Background: an optimization exercise with open tools, aiming at small area, a short achievable clock period and few clock cycles per item. Do not read the settings as production practice.
Power and IR drop assume default switching activity.

==> flow/design.v <==
module comparator #(
  parameter int DW = 16
) (
  input  logic [DW-1:0] a_val,
  input  logic [3:0]    a_idx,
  input  logic [DW-1:0] b_val,
  input  logic [3:0]    b_idx,
  output logic [DW-1:0] o_val,
  output logic [3:0]    o_idx
);
  logic a_wins;
  always_comb begin
    a_wins = 1'b0;
    for (int i = 0; i < DW; i++)
      a_wins = (a_val[i] & ~b_val[i]) | ((a_val[i] | ~b_val[i]) & a_wins);
  end
  assign o_val  = a_wins ? a_val : b_val;
  assign o_idx  = a_wins ? a_idx : b_idx;
endmodule
module argmax16 #(
  parameter int CUT = 3
) (
  input  logic         clk,
  input  logic         rstn,        
  input  logic         in_valid,
  input  logic [255:0] in_data,     
  output logic         out_valid,
  output logic [3:0]   out_idx
);
  logic [15:0] val [5][16];
  logic [3:0]  idx [5][16];
  logic [15:0] val_r [5][16];
  logic [3:0]  idx_r [5][16];
  always_ff @(posedge clk or negedge rstn) begin
    if (!rstn) out_valid <= 1'b0;
    else       out_valid <= in_valid;
  end
  for (genvar i = 0; i < 16; i++) begin : g_in
    assign val_r[0][i] = in_data[16*i +: 16];
    assign idx_r[0][i] = 4'(i);
  end
  for (genvar l = 0; l < 4; l++) begin : g_lvl
    for (genvar j = 0; j < (8 >> l); j++) begin : g_node
      comparator #(.DW(16)) u_node (
        .a_val (val_r[l][2*j]),   .a_idx (idx_r[l][2*j]),
        .b_val (val_r[l][2*j+1]), .b_idx (idx_r[l][2*j+1]),
        .o_val (val[l+1][j]),     .o_idx (idx[l+1][j])
      );
      if (l + 1 == CUT) begin : g_reg
        if (CUT < 4) begin : g_v
          always_ff @(posedge clk) val_r[l+1][j] <= val[l+1][j];
        end
        always_ff @(posedge clk) idx_r[l+1][j] <= idx[l+1][j];
      end else begin : g_wire
        assign val_r[l+1][j] = val[l+1][j];
        assign idx_r[l+1][j] = idx[l+1][j];
      end
    end
  end
  assign out_idx = idx_r[4][0];
endmodule
==> flow/config.mk <==
export PLATFORM = sky130hd
export DESIGN_NAME = argmax16
export DESIGN_NICKNAME = argmax16
export VERILOG_FILES = /design/flow/design.v
export SDC_FILE = /design/flow/constraint.sdc
export NUM_CORES = 4
export LEC_CHECK = 0
export CAP_MARGIN = 20
export CORE_MARGIN = 2
export CORE_UTILIZATION = 40
export SLEW_MARGIN = 20
==> flow/constraint.sdc <==
create_clock -name core_clock -period 8.5 [get_ports {clk}]
set_input_delay 1.7000 -clock core_clock [delete_from_list [all_inputs] [get_ports {clk}]]
set_output_delay 1.7000 -clock core_clock [all_outputs]
set_load 0.01 [all_outputs]
run.sh (not shown) runs the stock make flow with config.mk's settings and CLKGATE_MAP_FILE= SYNTH_SCRIPT=/design/flow/synth_recipe.tcl, a recipe that flattens the netlist after the stock synthesis.
Change:
--- a/flow/design.v
+++ b/flow/design.v
@@ -6,22 +6,18 @@
   input  logic [DW-1:0] b_val,
   input  logic [3:0]    b_idx,
   output logic [DW-1:0] o_val,
   output logic [3:0]    o_idx
 );
   logic a_wins;
-  always_comb begin
-    a_wins = 1'b0;
-    for (int i = 0; i < DW; i++)
-      a_wins = (a_val[i] & ~b_val[i]) | ((a_val[i] | ~b_val[i]) & a_wins);
-  end
+  assign a_wins = a_val > b_val;
   assign o_val  = a_wins ? a_val : b_val;
   assign o_idx  = a_wins ? a_idx : b_idx;
 endmodule
 module argmax16 #(
-  parameter int CUT = 3
+  parameter int CUT = 2
 ) (
   input  logic         clk,
   input  logic         rstn,        
   input  logic         in_valid,
   input  logic [255:0] in_data,     
   output logic         out_valid,
Flip-flop and latch count increases by 34.
Core utilization decreases by 4.0 points.
Final area increases by 26%.
Via count increases by 19%.
Synthesized cell count increases by 26%.
Non-clock buffer count decreases by 4.
Die area increases by 34%.
First-iteration DRC count increases by 28%.
Worst setup slack is better by 0.73 ns.
Routed wire length increases by 23%.
Worst hold slack is worse by 0.068 ns.
Final cell count increases by 22%.
Synthesized area increases by 35%.
Function was not checked in any run of this note: the RTL went through the layout flow alone.

argmax16, a different RTL version from the one above (not shown whole).
For scale: roughly 260 I/O pins.
==> module argmax16, before the edit <==
module argmax16 #(
  parameter int HBG = 4,    
  parameter int HBT = 3     
) (
  input  logic         clk,
  input  logic         rstn,        
  input  logic         in_valid,
  input  logic [255:0] in_data,     
  output logic         out_valid,
  output logic [3:0]   out_idx
);
  logic             valid_q;
  logic [3:0][15:0] gval, gval_q;    
  logic [3:0][3:0]  gwin;            
  logic [3:0][1:0]  gidx, gidx_q;    
  logic [3:0]       win;             
  logic [15:0]      unused_val;
  logic [3:0]       idx_c;
  always_ff @(posedge clk or negedge rstn) begin
    if (!rstn) begin
      valid_q   <= 1'b0;
      out_valid <= 1'b0;
    end else begin
      valid_q   <= in_valid;
      out_valid <= valid_q;
    end
  end
  for (genvar g = 0; g < 4; g++) begin : g_grp
    comparator #(.DW(16), .HB(HBG)) u_grp (
      .val   (in_data[64*g +: 64]),
      .win   (gwin[g]),
      .o_val (gval[g])
    );
    assign gidx[g][1] = gwin[g][3] | gwin[g][2];
    assign gidx[g][0] = gwin[g][3] | gwin[g][1];
  end
  always_ff @(posedge clk) begin
    gval_q <= gval;
    gidx_q <= gidx;
  end
  comparator #(.DW(16), .HB(HBT)) u_top (
    .val   (gval_q),
    .win   (win),
    .o_val (unused_val)
  );
  always_comb begin
    idx_c[3] = win[3] | win[2];
    idx_c[2] = win[3] | win[1];
    idx_c[1:0] = '0;
    for (int g = 0; g < 4; g++) idx_c[1:0] |= {2{win[g]}} & gidx_q[g];
  end
  always_ff @(posedge clk) out_idx <= idx_c;
endmodule
==> flow/config.mk <==
export PLATFORM = sky130hd
export DESIGN_NAME = argmax16
export DESIGN_NICKNAME = argmax16
export VERILOG_FILES = /design/flow/design.v
export SDC_FILE = /design/flow/constraint.sdc
export NUM_CORES = 4
export LEC_CHECK = 0
export CAP_MARGIN = 20
export CORE_MARGIN = 2
export CORE_UTILIZATION = 55
export CTS_BUF_LIST = sky130_fd_sc_hd__clkbuf_4 sky130_fd_sc_hd__clkbuf_8
export SETUP_SLACK_MARGIN = 4.3
export SLEW_MARGIN = 20
==> flow/constraint.sdc <==
create_clock -name core_clock -period 8.5 [get_ports {clk}]
set_input_delay 1.7000 -clock core_clock [delete_from_list [all_inputs] [get_ports {clk}]]
set_output_delay 1.7000 -clock core_clock [all_outputs]
set_load 0.01 [all_outputs]
standard.sh (not shown) runs the stock make flow with config.mk's settings and CLKGATE_MAP_FILE= SYNTH_SCRIPT=/design/flow/synth_recipe.tcl, a recipe that flattens the netlist after the stock synthesis.
==> flow/flow/run.sh <==
#!/bin/bash
# Standard ORFS layout, with the port buffers made of sky130 buf cells
# instead of the delay buffer buffer_ports picks by default.
set -e
export BUFFER_PORTS_ARGS="-buffer_cell sky130_fd_sc_hd__buf_1"
bash standard.sh > standard.log 2>&1
==> next run, changes <==
--- a/flow/design.v
+++ b/flow/design.v
@@ -42,11 +42,11 @@
     o_val = '0;
     for (int i = 0; i < 4; i++) o_val |= {DW{win[i]}} & val[i];
   end
 endmodule
 module argmax16 #(
-  parameter int HBG = 4,    
+  parameter int HBG = 2,    
   parameter int HBT = 3     
 ) (
   input  logic         clk,
   input  logic         rstn,        
   input  logic         in_valid,
After rerunning:
- sequential power drops by 6.7%
- power drops by about 14%
- synthesized cell count climbs by 0.39%
- count of clock-buffer cells in the layout drops by 1
- routed wire length drops by about 11%
- flip-flop and latch count does not change
- critical path depth drops by 2
- via count drops by about 7%
- fmax climbs by 6.9%
- worst hold slack gets worse by 3.8 ps
- area after synthesis climbs by about 2.1%
- final cell count drops by 3.2%
No run of this note included a check of the RTL's function; only the layout flow was run.

argmax16, a different RTL version from the one above (not shown whole).
For scale: roughly 1500 cells after synthesis, about 260 I/O pins.
Design argmax16, start of the top module:
module argmax16 #(
  parameter bit REG_MID = 1,   
  parameter int HBG     = 3,   
  parameter int HBT     = 4    
) (
  input  logic         clk,
  input  logic         rstn,        
  input  logic         in_valid,
  input  logic [255:0] in_data,     
  output logic         out_valid,
  output logic [3:0]   out_idx
);
==> module comparator, before the edit <==
module comparator #(
  parameter int DW = 16,
  parameter int IW = 2,
  parameter int HB = 3
) (
  input  logic [3:0][DW-1:0] val,
  input  logic [3:0][IW-1:0] idx,
  output logic [DW-1:0]      o_val,
  output logic [IW+1:0]      o_idx
);
  localparam int LB = DW - HB;
  function automatic logic greater(input logic [LB-1:0] a, input logic [LB-1:0] b);
    logic c;
    c = 1'b0;
    for (int k = 0; k < LB; k++) c = (a[k] & ~b[k]) | ((a[k] | ~b[k]) & c);
    greater = c;
  endfunction
  logic [3:0] cand;              
  logic       any;
  logic [3:0] bits;
  logic [3:0][3:0] beats;        
  logic [3:0] win;
  always_comb begin
    cand = 4'b1111;
    for (int k = DW - 1; k >= LB; k--) begin
      for (int i = 0; i < 4; i++) bits[i] = val[i][k];
      any  = |(cand & bits);
      cand = cand & (bits | {4{~any}});
    end
  end
  always_comb begin
    beats = '0;
    for (int i = 0; i < 4; i++)
      for (int j = i + 1; j < 4; j++) begin
        beats[i][j] = greater(val[i][LB-1:0], val[j][LB-1:0]);
        beats[j][i] = ~beats[i][j];
      end
    for (int i = 0; i < 4; i++) begin
      win[i] = cand[i];
      for (int j = 0; j < 4; j++)
        if (j != i) win[i] = win[i] & (~cand[j] | beats[i][j]);
    end
  end
  always_comb begin
    o_val = '0;
    for (int i = 0; i < 4; i++) o_val |= {DW{win[i]}} & val[i];
  end
  assign o_idx[IW+1] = win[3] | win[2];
  assign o_idx[IW]   = win[3] | win[1];
  always_comb begin
    o_idx[IW-1:0] = '0;
    for (int i = 0; i < 4; i++) o_idx[IW-1:0] |= {IW{win[i]}} & idx[i];
  end
endmodule
==> module argmax16, before the edit <==
module argmax16 #(
  parameter bit REG_MID = 1,   
  parameter int HBG     = 3,   
  parameter int HBT     = 4    
) (
  input  logic         clk,
  input  logic         rstn,        
  input  logic         in_valid,
  input  logic [255:0] in_data,     
  output logic         out_valid,
  output logic [3:0]   out_idx
);
  logic [3:0][15:0] gval, gval_q;    
  logic [3:0][1:0]  gidx, gidx_q;    
  logic [3:0]       idx_c;
  logic [3:0][3:0]  gx;              
  logic [15:0]      unused_val;
  always_ff @(posedge clk or negedge rstn) begin
    if (!rstn) out_valid <= 1'b0;
    else       out_valid <= in_valid;
  end
  for (genvar g = 0; g < 4; g++) begin : g_grp
    comparator #(.DW(16), .IW(1), .HB(HBG)) u_grp (
      .val   (in_data[64*g +: 64]),
      .idx   ('0),
      .o_val (gval[g]),
      .o_idx (gx[g][2:0])
    );
    assign gx[g][3] = 1'b0;
    assign gidx[g]  = gx[g][2:1];
  end
  comparator #(.DW(16), .IW(2), .HB(HBT)) u_top (
    .val   (gval_q),
    .idx   (gidx_q),
    .o_val (unused_val),
    .o_idx (idx_c)
  );
  if (REG_MID) begin : g_mid
    always_ff @(posedge clk) begin
      gval_q <= gval;
      gidx_q <= gidx;
    end
    assign out_idx = idx_c;
  end else begin : g_out
    assign gval_q = gval;
    assign gidx_q = gidx;
    always_ff @(posedge clk) out_idx <= idx_c;
  end
endmodule
export LEC_CHECK = 0
export CAP_MARGIN = 20
export CORE_MARGIN = 2
export CORE_UTILIZATION = 55
export SETUP_SLACK_MARGIN = 4
export SLEW_MARGIN = 20
create_clock -name core_clock -period 8.5 [get_ports {clk}]
Scripts as last shown in full above: flow/flow/run.sh
The first run ran to the end with no violations.
Change:
--- a/flow/design.v
+++ b/flow/design.v
@@ -2,5 +2,5 @@
   parameter int DW = 16,
   parameter int IW = 2,
-  parameter int HB = 3
+  parameter int HB = 2
 ) (
   input  logic [3:0][DW-1:0] val,
@@ -16,15 +16,14 @@
     greater = c;
   endfunction
-  logic [3:0] cand;              
-  logic       any;
-  logic [3:0] bits;
+  logic [3:0]      cand;         
+  logic [3:0]      bits;
   logic [3:0][3:0] beats;        
-  logic [3:0] win;
+  logic [3:0]      win;
   always_comb begin
     cand = 4'b1111;
     for (int k = DW - 1; k >= LB; k--) begin
       for (int i = 0; i < 4; i++) bits[i] = val[i][k];
-      any  = |(cand & bits);
-      cand = cand & (bits | {4{~any}});
+      o_val[k] = |(cand & bits);
+      cand = cand & (bits | {4{~o_val[k]}});
     end
   end
@@ -43,6 +42,6 @@
   end
   always_comb begin
-    o_val = '0;
-    for (int i = 0; i < 4; i++) o_val |= {DW{win[i]}} & val[i];
+    o_val[LB-1:0] = '0;
+    for (int i = 0; i < 4; i++) o_val[LB-1:0] |= {LB{win[i]}} & val[i][LB-1:0];
   end
   assign o_idx[IW+1] = win[3] | win[2];
@@ -56,5 +55,5 @@
   parameter bit REG_MID = 1,   
   parameter int HBG     = 3,   
-  parameter int HBT     = 4    
+  parameter int HBT     = 3    
 ) (
   input  logic         clk,
Effect:
- The changed run finished clean
- wire length came out higher by 12%
- critical path depth is unchanged
- worst setup slack is better by 0.11 ns
- sequential share of layout area is lower by 0.55 points
- design area goes up by 5.5%
- area after synthesis rose by 8.1%
- count of clock-buffer cells in the layout does not change
No run of this note included a check of the RTL's function; only the layout flow was run.

trial 3:
Another version of the RTL of argmax16 (not shown whole).
==> module argmax16, before the edit <==
module argmax16 #(
  parameter bit REG_MID = 1,   
  parameter int HBG     = 3,   
  parameter int HBT     = 2    
) (
  input  logic         clk,
  input  logic         rstn,        
  input  logic         in_valid,
  input  logic [255:0] in_data,     
  output logic         out_valid,
  output logic [3:0]   out_idx
);
  logic [3:0][15:0] gval, gval_q;    
  logic [3:0][1:0]  gidx, gidx_q;    
  logic [3:0]       idx_c;
  logic [3:0][3:0]  gx;              
  logic [15:0]      unused_val;
  always_ff @(posedge clk or negedge rstn) begin
    if (!rstn) out_valid <= 1'b0;
    else       out_valid <= in_valid;
  end
  for (genvar g = 0; g < 4; g++) begin : g_grp
    comparator #(.DW(16), .IW(1), .HB(HBG)) u_grp (
      .val   (in_data[64*g +: 64]),
      .idx   ('0),
      .o_val (gval[g]),
      .o_idx (gx[g][2:0])
    );
    assign gx[g][3] = 1'b0;
    assign gidx[g]  = gx[g][2:1];
  end
  comparator #(.DW(16), .IW(2), .HB(HBT)) u_top (
    .val   (gval_q),
    .idx   (gidx_q),
    .o_val (unused_val),
    .o_idx (idx_c)
  );
  if (REG_MID) begin : g_mid
    always_ff @(posedge clk) begin
      gval_q <= gval;
      gidx_q <= gidx;
    end
    assign out_idx = idx_c;
  end else begin : g_out
    assign gval_q = gval;
    assign gidx_q = gidx;
    always_ff @(posedge clk) out_idx <= idx_c;
  end
endmodule
==> flow/config.mk <==
export PLATFORM = sky130hd
export DESIGN_NAME = argmax16
export DESIGN_NICKNAME = argmax16
export VERILOG_FILES = /design/flow/design.v
export SDC_FILE = /design/flow/constraint.sdc
export NUM_CORES = 4
export LEC_CHECK = 0
export CAP_MARGIN = 20
export CORE_MARGIN = 2
export CORE_UTILIZATION = 55
export SETUP_SLACK_MARGIN = 4
export SLEW_MARGIN = 20
==> flow/constraint.sdc <==
create_clock -name core_clock -period 8.5 [get_ports {clk}]
set_input_delay 1.7000 -clock core_clock [delete_from_list [all_inputs] [get_ports {clk}]]
set_output_delay 1.7000 -clock core_clock [all_outputs]
set_load 0.01 [all_outputs]
Scripts as last shown in full above: flow/flow/run.sh
The following lists how trial 16 was set up differently from trial 3:
--- a/flow/design.v
+++ b/flow/design.v
@@ -1,9 +1,9 @@
 module comparator #(
   parameter int DW = 16,
   parameter int IW = 2,
-  parameter int HB = 3
+  parameter int HB = 4
 ) (
   input  logic [3:0][DW-1:0] val,
   input  logic [3:0][IW-1:0] idx,
   output logic [DW-1:0]      o_val,
   output logic [IW+1:0]      o_idx
@@ -51,13 +51,11 @@
     o_idx[IW-1:0] = '0;
     for (int i = 0; i < 4; i++) o_idx[IW-1:0] |= {IW{win[i]}} & idx[i];
   end
 endmodule
 module argmax16 #(
-  parameter bit REG_MID = 1,   
-  parameter int HBG     = 3,   
-  parameter int HBT     = 2    
+  parameter bit REG_MID = 1    
 ) (
   input  logic         clk,
   input  logic         rstn,        
   input  logic         in_valid,
   input  logic [255:0] in_data,     
@@ -72,20 +70,20 @@
   always_ff @(posedge clk or negedge rstn) begin
     if (!rstn) out_valid <= 1'b0;
     else       out_valid <= in_valid;
   end
   for (genvar g = 0; g < 4; g++) begin : g_grp
-    comparator #(.DW(16), .IW(1), .HB(HBG)) u_grp (
+    comparator #(.DW(16), .IW(1)) u_grp (
       .val   (in_data[64*g +: 64]),
       .idx   ('0),
       .o_val (gval[g]),
       .o_idx (gx[g][2:0])
     );
     assign gx[g][3] = 1'b0;
     assign gidx[g]  = gx[g][2:1];
   end
-  comparator #(.DW(16), .IW(2), .HB(HBT)) u_top (
+  comparator #(.DW(16), .IW(2)) u_top (
     .val   (gval_q),
     .idx   (gidx_q),
     .o_val (unused_val),
     .o_idx (idx_c)
   );
Findings:
Trial 3 and trial 16 all finish clean. STATUS clock power: trial 16 loses against trial 3. The final reports for trial 16 and trial 3 show fraction of power consumed by combinational cells higher in the former. Proportion of power drawn by the clock network sits higher in trial 16 than in trial 3. Compared with trial 3, number of gates resized after CTS in trial 16 increased by more than half. Taking trial 3 as the reference, in trial 16 hold slack went down 11 ps; half-perimeter wire length of the detailed placement result saw a decrease; total design power went up about 10%.
Function was not checked in any run of this note: the RTL went through the layout flow alone.

## separate check: timing with driven ports
The results above use ideal ports. As a check the final layouts listed here were re-extracted and re-timed, cells and wires unchanged.
Step 1 assumes that a clkbuf_16 drives the clock port and a buf_2 every other input.
Step 2 times the ports against the registers' clock, not the clock port: input delays grow and output delays shrink by t, the midpoint of the rising clock arrivals with the driver on.
a / b / c = no drivers / after step 1 / after step 2; a / b = the first two.
| run | t, ns | setup slack, ns | worst setup path at the end |
|---|---|---|---|
| the first run of note 1 | 0.305 | 0.605 / 0.598 / 0.304 | input to register |
| the second run of note 1 | 0.373 | 1.334 / 1.296 / 1.636 | input to register |
| the first run of note 2 | 0.400 | 4.043 / 4.033 / 3.634 | input to register |
| the second run of note 2 | 0.394 | 4.329 / 4.342 / 3.949 | input to register |
| the first run of note 3 | 0.386 | 3.531 / 3.489 / 3.719 | input to register |
| the second run of note 3 | 0.381 | 3.638 / 3.600 / 3.738 | input to register |
| trial 3 | 0.385 | 3.947 / 3.902 / 3.758 | input to register |
| trial 16 | 0.385 | 3.508 / 3.469 / 3.721 | input to register |
After both steps every run listed still meets setup and hold. The setup slack of the first run of note 2, which loses most, moves by -0.010 ns with the drivers and by -0.409 ns with both steps.
